Source: an optimization exercise on an open RTL-to-GDS flow (aim: small area, a short achievable clock period and few clock cycles). Production flows keep margins and buffers that such runs may drop. In this exercise RTL edits were held to simulation tests only and were not proved equivalent to the original. Power is estimated from default activity; no workload was simulated.

<file path="flow/config.mk">
export PLATFORM = sky130hd
export DESIGN_NAME = ATCONV
export DESIGN_NICKNAME = ATCONV
export VERILOG_FILES = /design/flow/design.v
export SDC_FILE = /design/flow/constraint.sdc
export NUM_CORES = 4
export LEC_CHECK = 0
export CAP_MARGIN = 20
export CORE_MARGIN = 2
export CORE_UTILIZATION = 40
export SLEW_MARGIN = 20
</file>
<file path="flow/constraint.sdc">
create_clock -name core_clock -period 8.0 [get_ports {clk}]
set_input_delay 1.6000 -clock core_clock [delete_from_list [all_inputs] [get_ports {clk}]]
set_output_delay 1.6000 -clock core_clock [all_outputs]
set_load 0.01 [all_outputs]
</file>
<file path="flow/design.v">
`timescale 1ns/10ps
module  ATCONV(
	input		clk,
	input		reset,
	output	reg	busy,	
	input		ready,	
	output reg	[11:0]	iaddr,
	input signed [12:0]	idata,
	output	reg 	cwr,
	output  reg	[11:0]	caddr_wr,
	output reg 	[12:0] 	cdata_wr,
	output	reg 	crd,
	output reg	[11:0] 	caddr_rd,
	input 	[12:0] 	cdata_rd,
	output reg 	csel
	);
	parameter 	IDLE = 'd0,
				RequestData_L0 = 'd1,
				GetData_L0 = 'd2,
				Save2Mem0 = 'd3,
				RequestData_L1 = 'd4,
				GetData_L1 = 'd5,
				Save2Mem1 = 'd6,
				Result = 'd7;
	reg [3:0] state, nextstate;
	reg [12:0] kernelvalue, tmp;
	reg [3:0] convNum;
	reg [12:0] orin_iaddr;
	reg layer0_fin, layer1_fin;
	always @(*) begin
		nextstate = IDLE;
		case (state)
			IDLE: begin
				case (layer0_fin)
					'd0: nextstate = RequestData_L0;
					'd1: nextstate = RequestData_L1;
				endcase
			end
			RequestData_L0: nextstate = GetData_L0;
			GetData_L0:begin
				case (convNum<'d9)
					'd0: nextstate = Save2Mem0;
					'd1: nextstate = RequestData_L0; 
				endcase
			end
			Save2Mem0: begin
				case (layer0_fin=='d1)
					'd0: nextstate = RequestData_L0;
					'd1: nextstate = IDLE;
				endcase
			end
			RequestData_L1: nextstate = GetData_L1;
			GetData_L1: begin
				case (convNum<'d4)
					'd0: nextstate = Save2Mem1;
					'd1: nextstate = RequestData_L1;
				endcase
			end
			Save2Mem1: begin
				case (layer1_fin=='b1)
					'd0: nextstate = RequestData_L1;
					'd1: nextstate = Result;
				endcase
			end
			default: nextstate = IDLE;
		endcase
	end
	always @(posedge clk or posedge reset) begin
		if (reset) begin
			busy<='d0;
			iaddr='d0;
			orin_iaddr='d0;
			kernelvalue='d0;
			caddr_wr='b111111111111;
			state = IDLE;
			layer0_fin = 'd0;
			layer1_fin = 'd0;
			convNum = 'd0;
			orin_iaddr = 'd0;
			cdata_wr = 'd0;
			cwr <= 'd0;
			crd = 'd0;
			csel = 'd0;
			caddr_rd = 'd0;
		end else begin
			state = nextstate;
			if (ready) begin
				busy <='d1;
			end
			case (state)
				IDLE: begin
					orin_iaddr='d0;
				end
				RequestData_L0: begin
					if (busy) begin
					if ( orin_iaddr=='d0 || orin_iaddr=='d1 || orin_iaddr=='d64 || orin_iaddr== 'd65) begin
						case (convNum)
							'd0: iaddr = orin_iaddr;
							'd1: iaddr = 'd0;
							'd2: iaddr = {11'b00000000000,orin_iaddr[0]};
							'd3: iaddr = {11'b00000000001, orin_iaddr[0]};
							'd4: begin
								case (orin_iaddr>'d63)
									'd0: iaddr = 'd0;
									'd1: iaddr = 'd64;
								endcase
							end
							'd5: iaddr = orin_iaddr+'d2;
							'd6: begin
								case (orin_iaddr[5:0]=='b0)
									'd0: iaddr = orin_iaddr+'d127;
									'd1: iaddr = orin_iaddr+'d128;
								endcase
							end
							'd7: iaddr = orin_iaddr+'d128;
							'd8: iaddr = orin_iaddr+'d130;
						endcase
					end 
					else if ( orin_iaddr=='d62 || orin_iaddr =='d63 || orin_iaddr == 'd126 || orin_iaddr=='d127) begin
						case (convNum)
							'd0: iaddr = orin_iaddr;
							'd1: begin
								iaddr = orin_iaddr-'d2;
								iaddr = {6'b000000, iaddr[5:0]};
							end
							'd2: iaddr = {6'b000000,orin_iaddr[5:0]};
							'd3: iaddr = 'd63;
							'd4: iaddr = orin_iaddr-'d2;
							'd5: begin
								case (orin_iaddr>'d64)
									'd0: iaddr = 'd63;
									'd1: iaddr = 'd127;
								endcase
							end
							'd6: iaddr = orin_iaddr + 126;
							'd7: iaddr = orin_iaddr + 128;
							'd8: begin
								case (orin_iaddr[5:0]==63)
									'd0: iaddr = orin_iaddr+129;
									'd1: iaddr = orin_iaddr+128;
								endcase
							end
						endcase
					end 
					else if ( orin_iaddr=='d3968 || orin_iaddr =='d3969 || orin_iaddr == 'd4032 || orin_iaddr=='d4033) begin
						case (convNum)
							'd0: iaddr = orin_iaddr;
							'd1: begin
								case (orin_iaddr[0]=='d0)
									'd0: iaddr = orin_iaddr-'d129;
									'd1: iaddr = orin_iaddr-'d128;
								endcase
							end
							'd2: iaddr = orin_iaddr - 'd128;
							'd3: iaddr = orin_iaddr - 'd126;
							'd4: begin
								case (orin_iaddr>'d3970)
									'd0: iaddr = 'd3968;
									'd1: iaddr = 'd4032;
								endcase
							end
							'd5: iaddr = orin_iaddr +'d2;
							'd6: iaddr = 'd4032;
							'd7: begin
								case (orin_iaddr<'d4032)
									'd0: iaddr = orin_iaddr;
									'd1: iaddr = orin_iaddr+'d64;
								endcase
							end
							'd8: begin
								case (orin_iaddr<'d4032)
									'd0: iaddr = orin_iaddr+'d2;
									'd1: iaddr = orin_iaddr+'d66;
								endcase
							end
						endcase
					end
					else if ( orin_iaddr=='d4030 || orin_iaddr =='d4031 || orin_iaddr == 'd4094 || orin_iaddr=='d4095) begin
						case (convNum)
							'd0: iaddr = orin_iaddr;
							'd1: iaddr = orin_iaddr - 'd130;
							'd2: iaddr = orin_iaddr - 'd128; 
							'd3: begin
								case (orin_iaddr[5:0]=='d63)
									'd0: iaddr = orin_iaddr-'d127;
									'd1: iaddr = orin_iaddr-'d128;
								endcase
							end
							'd4: iaddr = orin_iaddr - 'd2;
							'd5: begin
								case (orin_iaddr>'d4032)
									'd0: iaddr = 'd4031;
									'd1: iaddr = 'd4095;
								endcase
							end
							'd6: begin
								case (orin_iaddr>'d4032)
									'd0: iaddr = orin_iaddr+'d62;
									'd1: iaddr = orin_iaddr-'d2;
								endcase
							end
							'd7: begin
								if (orin_iaddr[5:0]=='d63) begin
									iaddr = 'd4095;
								end else begin
									iaddr = 'd4094;
								end
							end
							'd8: iaddr = 'd4095;
						endcase
					end
					else if (( orin_iaddr>1 && orin_iaddr<62 )||( orin_iaddr>65 && orin_iaddr<126 )) begin
						case (convNum)
							'd0: iaddr = orin_iaddr;
							'd1: begin
								iaddr = orin_iaddr-'d2;
								iaddr = {6'b000000, iaddr[5:0]};
							end
							'd2: iaddr = {6'b000000, orin_iaddr[5:0]};
							'd3: begin
								iaddr = orin_iaddr + 'd2;
								iaddr = {6'b000000, iaddr[5:0]};
							end
							'd4: iaddr = orin_iaddr-'d2;
							'd5: iaddr = orin_iaddr+'d2;
							'd6: iaddr = orin_iaddr+'d126;
							'd7: iaddr = orin_iaddr+'d128;
							'd8: iaddr = orin_iaddr+'d130;
						endcase
					end
					else if ((orin_iaddr>3969 && orin_iaddr<4030)||(orin_iaddr>4033 && orin_iaddr<4094)) begin
						case (convNum)
							'd0: iaddr = orin_iaddr;
							'd1: iaddr = orin_iaddr-'d130;
							'd2: iaddr = orin_iaddr-'d128;
							'd3: iaddr = orin_iaddr-'d126;
							'd4: iaddr = orin_iaddr-'d2;
							'd5: iaddr = orin_iaddr+'d2;
							'd6: iaddr = (orin_iaddr>'d4031)?orin_iaddr-'d2:orin_iaddr+'d62;
							'd7: iaddr = (orin_iaddr>'d4031)?orin_iaddr:orin_iaddr+'d64;
							'd8: iaddr = (orin_iaddr>'d4031)?orin_iaddr+'d2:orin_iaddr+'d66;
						endcase
					end
					else if ((orin_iaddr[5:0]=='d0||orin_iaddr[5:0]=='d1) && ( orin_iaddr!='d0 || orin_iaddr!='d1 || orin_iaddr!='d64 || orin_iaddr!='d65 || orin_iaddr!='d3968 || orin_iaddr!='d3969 || orin_iaddr!='d4032 || orin_iaddr!='d4033)) begin
						case (convNum)
							'd0: iaddr = orin_iaddr;
							'd1: iaddr = (orin_iaddr[0]==0)?orin_iaddr-'d128:orin_iaddr-'d129;
							'd2: iaddr = orin_iaddr-'d128;
							'd3: iaddr = orin_iaddr-'d126;
							'd4: iaddr = (orin_iaddr[0]==0)?orin_iaddr:orin_iaddr-1;
							'd5: iaddr = orin_iaddr+'d2;
							'd6: iaddr = (orin_iaddr[0]==0)?orin_iaddr+'d128:orin_iaddr+'d127;
							'd7: iaddr = orin_iaddr+'d128;
							'd8: iaddr = orin_iaddr+'d130;
						endcase
					end
					else if (( orin_iaddr[5:0]=='d62||orin_iaddr[5:0]=='d63) && (orin_iaddr!='d62 || orin_iaddr!='d63 || orin_iaddr!='d126 || orin_iaddr!='d127 || orin_iaddr!='d4030 || orin_iaddr!='d4031 || orin_iaddr!='d4094 || orin_iaddr!='d4095 )) begin
						case (convNum)
							'd0: iaddr = orin_iaddr;
							'd1: iaddr = orin_iaddr-130;
							'd2: iaddr = orin_iaddr-128;
							'd3: iaddr = (orin_iaddr[0]=='d1)?orin_iaddr-'d128:orin_iaddr-'d127;
							'd4: iaddr = orin_iaddr-'d2;
							'd5: iaddr = (orin_iaddr[0]=='d1)?orin_iaddr:orin_iaddr+'d1;
							'd6: iaddr = orin_iaddr+'d126;
							'd7: iaddr = orin_iaddr+'d128;
							'd8: iaddr = (orin_iaddr[0]=='d1)?orin_iaddr+'d128:orin_iaddr+'d129;
						endcase
					end
					else begin
							case (convNum)
								'd0: iaddr = orin_iaddr;
								'd1: iaddr = orin_iaddr-'d130;
								'd2: iaddr = orin_iaddr-'d128;
								'd3: iaddr = orin_iaddr-'d126;
								'd4: iaddr = orin_iaddr-'d2;
								'd5: iaddr = orin_iaddr+'d2;
								'd6: iaddr = orin_iaddr+'d126;
								'd7: iaddr = orin_iaddr+'d128;
								'd8: iaddr = orin_iaddr+'d130;
							endcase
						end
					end
				end
				GetData_L0: begin
					tmp = -idata;
					case (convNum)
						'd0: begin
							tmp = idata;
						end
						'd1, 'd3, 'd6, 'd8: begin
							tmp = $signed(tmp)>>>4;
						end
						'd2, 'd7: begin
							tmp = $signed(tmp)>>>3;
						end
						'd4, 'd5: begin
							tmp = $signed(tmp)>>>2;
						end 
					endcase
					kernelvalue = kernelvalue + tmp;
					convNum = convNum + 'd1;
				end
				Save2Mem0: begin
					iaddr = orin_iaddr+'d1;
					orin_iaddr = orin_iaddr+'d1;
					case (orin_iaddr=='d4096)
						'd0: begin
							layer0_fin='d0;		
						end
						'd1: begin
							layer0_fin='d1;
							orin_iaddr = 'd0;
						end
					endcase
					convNum = 'd0;
					kernelvalue = kernelvalue + 13'b1111111110100;
					if (kernelvalue[12]=='b0) begin
						cdata_wr = kernelvalue;
					end else begin
						cdata_wr = 'd0;
					end
					csel = 0;
					cwr <= 1;
					caddr_wr = caddr_wr +'d1;
					kernelvalue = 'd0;
				end
				RequestData_L1: begin
					case (convNum)
						'd0: caddr_rd = orin_iaddr;
						'd1: caddr_rd = orin_iaddr + 'd1;
						'd2: caddr_rd = orin_iaddr + 'd64;
						'd3: caddr_rd = orin_iaddr + 'd65;
					endcase
					csel = 'd0;
					crd = 'd1;
					cwr <= 'd0;
				end
				GetData_L1: begin
					case ($signed(cdata_rd)>$signed(kernelvalue))
						'd0: begin
							kernelvalue = kernelvalue;
						end
						'd1: begin
							kernelvalue = cdata_rd;
						end
					endcase
					convNum = convNum + 'd1;
				end
				Save2Mem1: begin
					case (kernelvalue[3:0]=='d0)	 
						'd0: begin
							kernelvalue[12:4] = kernelvalue[12:4] + 'd1;
							cdata_wr = {kernelvalue[12:4], 4'b0000};
						end
						'd1: begin
							cdata_wr = kernelvalue[12:0];
						end
					endcase
					case (orin_iaddr[5:0]=='d62)
						'd0: orin_iaddr = orin_iaddr + 'd2;
						'd1: orin_iaddr = orin_iaddr + 'd66;
					endcase
					if (orin_iaddr=='d4098) begin
						layer1_fin = 'b1;
					end
					convNum = 'd0;
					csel = 'd1;
					crd = 'd0;
					cwr <= 'd1;
					kernelvalue = 'd0;
					caddr_wr = caddr_wr +'d1;
				end
				Result: begin
					busy <= 'd0;
				end
			endcase
		end
	end	
endmodule
</file>
<file path="flow/run.sh">
#!/bin/bash
# synth_recipe.tcl (not shown) runs the flow's synth.tcl, then flattens the netlist and writes it again
# the make line also repeats each setting of config.mk as NAME=value (left out here)
make -C /OpenROAD-flow-scripts/flow DESIGN_CONFIG=/design/flow/config.mk WORK_HOME=/design/flow/orfs CLKGATE_MAP_FILE= SYNTH_SCRIPT=/design/flow/synth_recipe.tcl finish
</file>
==> impl_metrics.py <==
metrics = {
    "timing": {
        "period_share_pct": 68.88,
        "tightestPinTransition_ps": 1272,
        "setup_viol": 0,
        "fin_tns_setup_ps": 0,
        "finalHoldViolations": 0,
        "hold_slack_ps": 478.0,
        "fin_worst_skew_ps": 23.21,
        "period_needed_ps": 5510,
        "maxSlewHeadroom_pct": 13.99,
        "setup_slack_ps": 2490,
        "timing.fmax_mhz": 181.5,
        "slew_viol_final": 0,
        "rsz0062_at_grt": "false",
    },
    "logic_synthesis": {
        "syn_nets": 1841,
        "yosys_warnings": 1,
        "synth.cell_area_mm2": 0.01235,
        "async_reset_ff_share_pct": 100.0,
        "ys_seq_area_share_pct": 17.95,
        "synthCells": 1752,
        "yosys_most_used_dff": "dfrtp_1",
        "ys_seq_elements": 88,
        "syn_avg_cell_area_um2": 7.052,
        "synth.distinct_cells": 102,
        "synth_edf_count": 0,
    },
    "floorplan": {
        "ios": 82,
        "dieArea_mm2": 0.03231,
        "fp-row-count": 64,
        "die_h_um": 179.7,
        "coreArea_mm2": 0.03051,
        "die_w_um": 179.7,
        "initial_core_util_pct": 40.49,
    },
    "clocking": {
        "cts-buffers-inserted": 9,
        "cts_root_buf": "clkbuf_16",
        "h-tree-depth": 3,
        "cts_buffer_depth": 2,
        "cts.sinks": 88,
        "clk_pin_slew_worst_paths_ps": 80,
        "clk_latency_ps": 370,
        "holdBufCountCts": 0,
        "cts_tree": "yes",
        "cts_setup_buffers": 0,
        "cts_resized": 0,
    },
    "final_layout": {
        "drive_above_1_share_pct": 7.587,
        "fill_cells": 3125,
        "layout_commonest_cell": "nand2_1",
        "final_util_pct": 45.23,
        "final_cell_mix": "179 x nand2_1, 169 x nor2_1, 148 x o21ai_0, 148 x a21oi_1, 94 x xnor2_1",
        "nets": 1837,
        "area_growth_pct": 11.71,
        "finalInstanceArea_mm2": 0.01380,
        "antenna_cells": 0,
    },
    "routing": {
        "wl_met3_um": 6973,
        "highest_layer": "met5",
        "met2_length_um": 26920,
        "via_count": 15050,
        "drt_iter0_drc": 2358,
        "routed_wl_um": 62130,
        "drc_errors": 0,
        "vias_per_cell": 7.004,
        "routedWlPerCell_um": 28.91,
        "wl_met1_um": 24050,
        "ant_nets": 0,
        "dr.pass1.iters": 7,
    },
    "min_path": {
        "hold_class": "register to register",
        "worstHoldPathCells": 2,
    },
    "critical_path": {
        "start_kind": "register",
        "worstPathRequired_ps": 8220,
        "r2r.worst_path.cells": 16,
        "path_cells": "or3b_2 > nand2_1 > nor3_1 > o21ai_0 > a21o_1 > inv_1 > fa_1 > nor2b_1 > o21ai_0 > a21oi_1 > o41a_1 > a41o_1 > o41ai_1 > xnor2_1 > a22oi_1 > a21oi_1",
        "cp_slowest_cell": "dfrtp_1",
        "cp.arrival_ps": 5730,
        "cp-end-kind": "register",
        "path_class": "register to register",
        "path_max_fanout": 32,
        "crit_path_max_incr_delay_ps": 970,
    },
    "place": {
        "place_area_mm2": 0.01348,
        "port_buffers": 81,
        "place_ws_ps": 2290,
        "routabilityCongestion": 1.009,
        "hpwlAfterDp_um": 43970,
    },
    "power_and_ir_drop": {
        "p_leak_uw": 0.005216,
        "ir_worst_vdd_uv": 162.4,
        "power.density_mw_per_mm2": 128.1,
    },
    "global_route": {
        "grt_pass1_wl_um": 92690,
        "track_usage_pct": 37.43,
        "first_global_vias": 14280,
        "grt_antenna_before_repair": 1,
        "grt-ovfl-total": 0,
        "grt_max_degree": 73,
    },
    "status": {
        "status": "finished clean",
    },
    "flow_run": {
        "max_cap_viol_count": 0,
    },
}
[report_power, final]
group	internal, uW	total, uW	switching (uW)
Combinational	328	691	362
Clock	257	473	217
Sequential	506	604	98.1
Total	1090	1770	677
[worst max-delay path, delay by kind of cell (launching register included)]
family	cells	cell delay [ps]
simple gates	4	1960
xor+xnor	1	110
buf+inv	1	70
fa+ha+maj	1	190
flops	1	970
compound gates	9	2060
[routing by layer]
| metal | up-vias | track usage [%] |
|---|---|---|
| met5 | - | 0 |
| met1 | 7092 | 47.00 |
| met3 | 279 | 9.157 |
| li1 | 6571 | - |
| met4 | 2 | 23.12 |
| met2 | 1108 | 57.78 |
[state kept, by name (all words and copies together), names as in the netlist]
register	count
busy	1
caddr_rd	12
caddr_wr	12
cdata_wr	13
convNum	4
crd	1
csel	1
cwr	1
iaddr	12
kernelvalue	13
layer0_fin	1
layer1_fin	1
orin_iaddr	13
state	3
[Yosys cell counts (all sizes together) (18+ instances only)]
library cell,n,area [um^2]
nand4,28,190.2
a211oi,25,192.7
nand2,181,684.4
a22oi,29,217.7
ha,59,738.2
nor2,173,673.2
inv,44,165.2
nor3,55,286.5
a31oi,26,162.7
buf,62,311.5
nand3,58,300.3
o211ai,24,185.2
a221oi,22,192.7
dfrtp,76,1902
and3,21,131.4
a21o,18,135.1
clkbuf,89,334.1
o221ai,23,201.4
o21ai,175,883.4
xnor2,95,839.6
o31ai,19,156.4
a21oi,148,740.7
[stage by stage]
step	std cells	total power, uW
after floorplan	1752	1066
after global placement	2133	1279
after detailed placement	2133	1290
after CTS	2149	1762
after global routing	2149	1881
final	2149	1768
[path summary, 6_finish.rpt]
check,start,to,slack (ps)
worst max register to register,convNum[3]$_DFFE_PP0P_,kernelvalue[12]$_DFFE_PP0P_,2490
worst min-delay path,caddr_rd[3]$_DFFE_PP0P_,caddr_rd[3]$_DFFE_PP0P_,480
min in group asynchronous,reset,orin_iaddr[11]$_DFFE_PP0P_,1500
max in group asynchronous,reset,orin_iaddr[6]$_DFFE_PP0P_,5190
worst max-delay path,convNum[3]$_DFFE_PP0P_,kernelvalue[12]$_DFFE_PP0P_,2490
worst min register to register,caddr_rd[3]$_DFFE_PP0P_,caddr_rd[3]$_DFFE_PP0P_,480
[final cells by class]
| type | instances | area [um^2] | share of cell area, % |
|---|---|---|---|
| sequential | 88 | 2218 | 16.07 |
| clock inverter | 6 | 77.57 | 0.5621 |
| clock buffer | 10 | 239.0 | 1.732 |
| tap | 396 | 495.5 | 3.590 |
| inverter | 48 | 182.7 | 1.324 |
| timing repair buffer | 136 | 1224 | 8.867 |
| multi-input combinational | 1465 | 9364 | 67.85 |
[cells by family (layout without fill, tap and decap cells)]
logic type / Yosys count / in the layout / synth area share, %
AOI/OAI and AO/OA: 658 / 658 / 35.52
and+or+nand+nor: 621 / 621 / 24.58
buffers and inverters: 199 / 200 / 6.684
xor gates and xnor gates: 112 / 112 / 8.001
DFF: 88 / 88 / 17.95
adders and majority gates: 60 / 60 / 6.137
muxes: 14 / 14 / 1.134
Testbench counts, summed over its fixed seeds: cycles 1,044,612.

## static timing again, ports no longer ideal
The flow's constraints put no driver on any port. The routed layout listed below was extracted and timed again, unchanged, in two steps.
Step 1 assumes that a clkbuf_16 drives the clock port and a buf_2 every other input.
Step 2 also shifts input and output timing later by t, the mid clock arrival at the registers, as if the neighbouring blocks saw the same clock.
a / b / c = ideal ports / drivers / drivers and shift; a / b = the first two.
shift t [ns]: 0.408
setup WS [ns]: 2.490 / 2.490 / 2.295
worst data-port slew with drivers (ns): 0.05
After both steps this run still meets setup and hold. For this run, drivers alone change the setup slack by 0.000 ns; drivers and shift together by -0.195 ns.
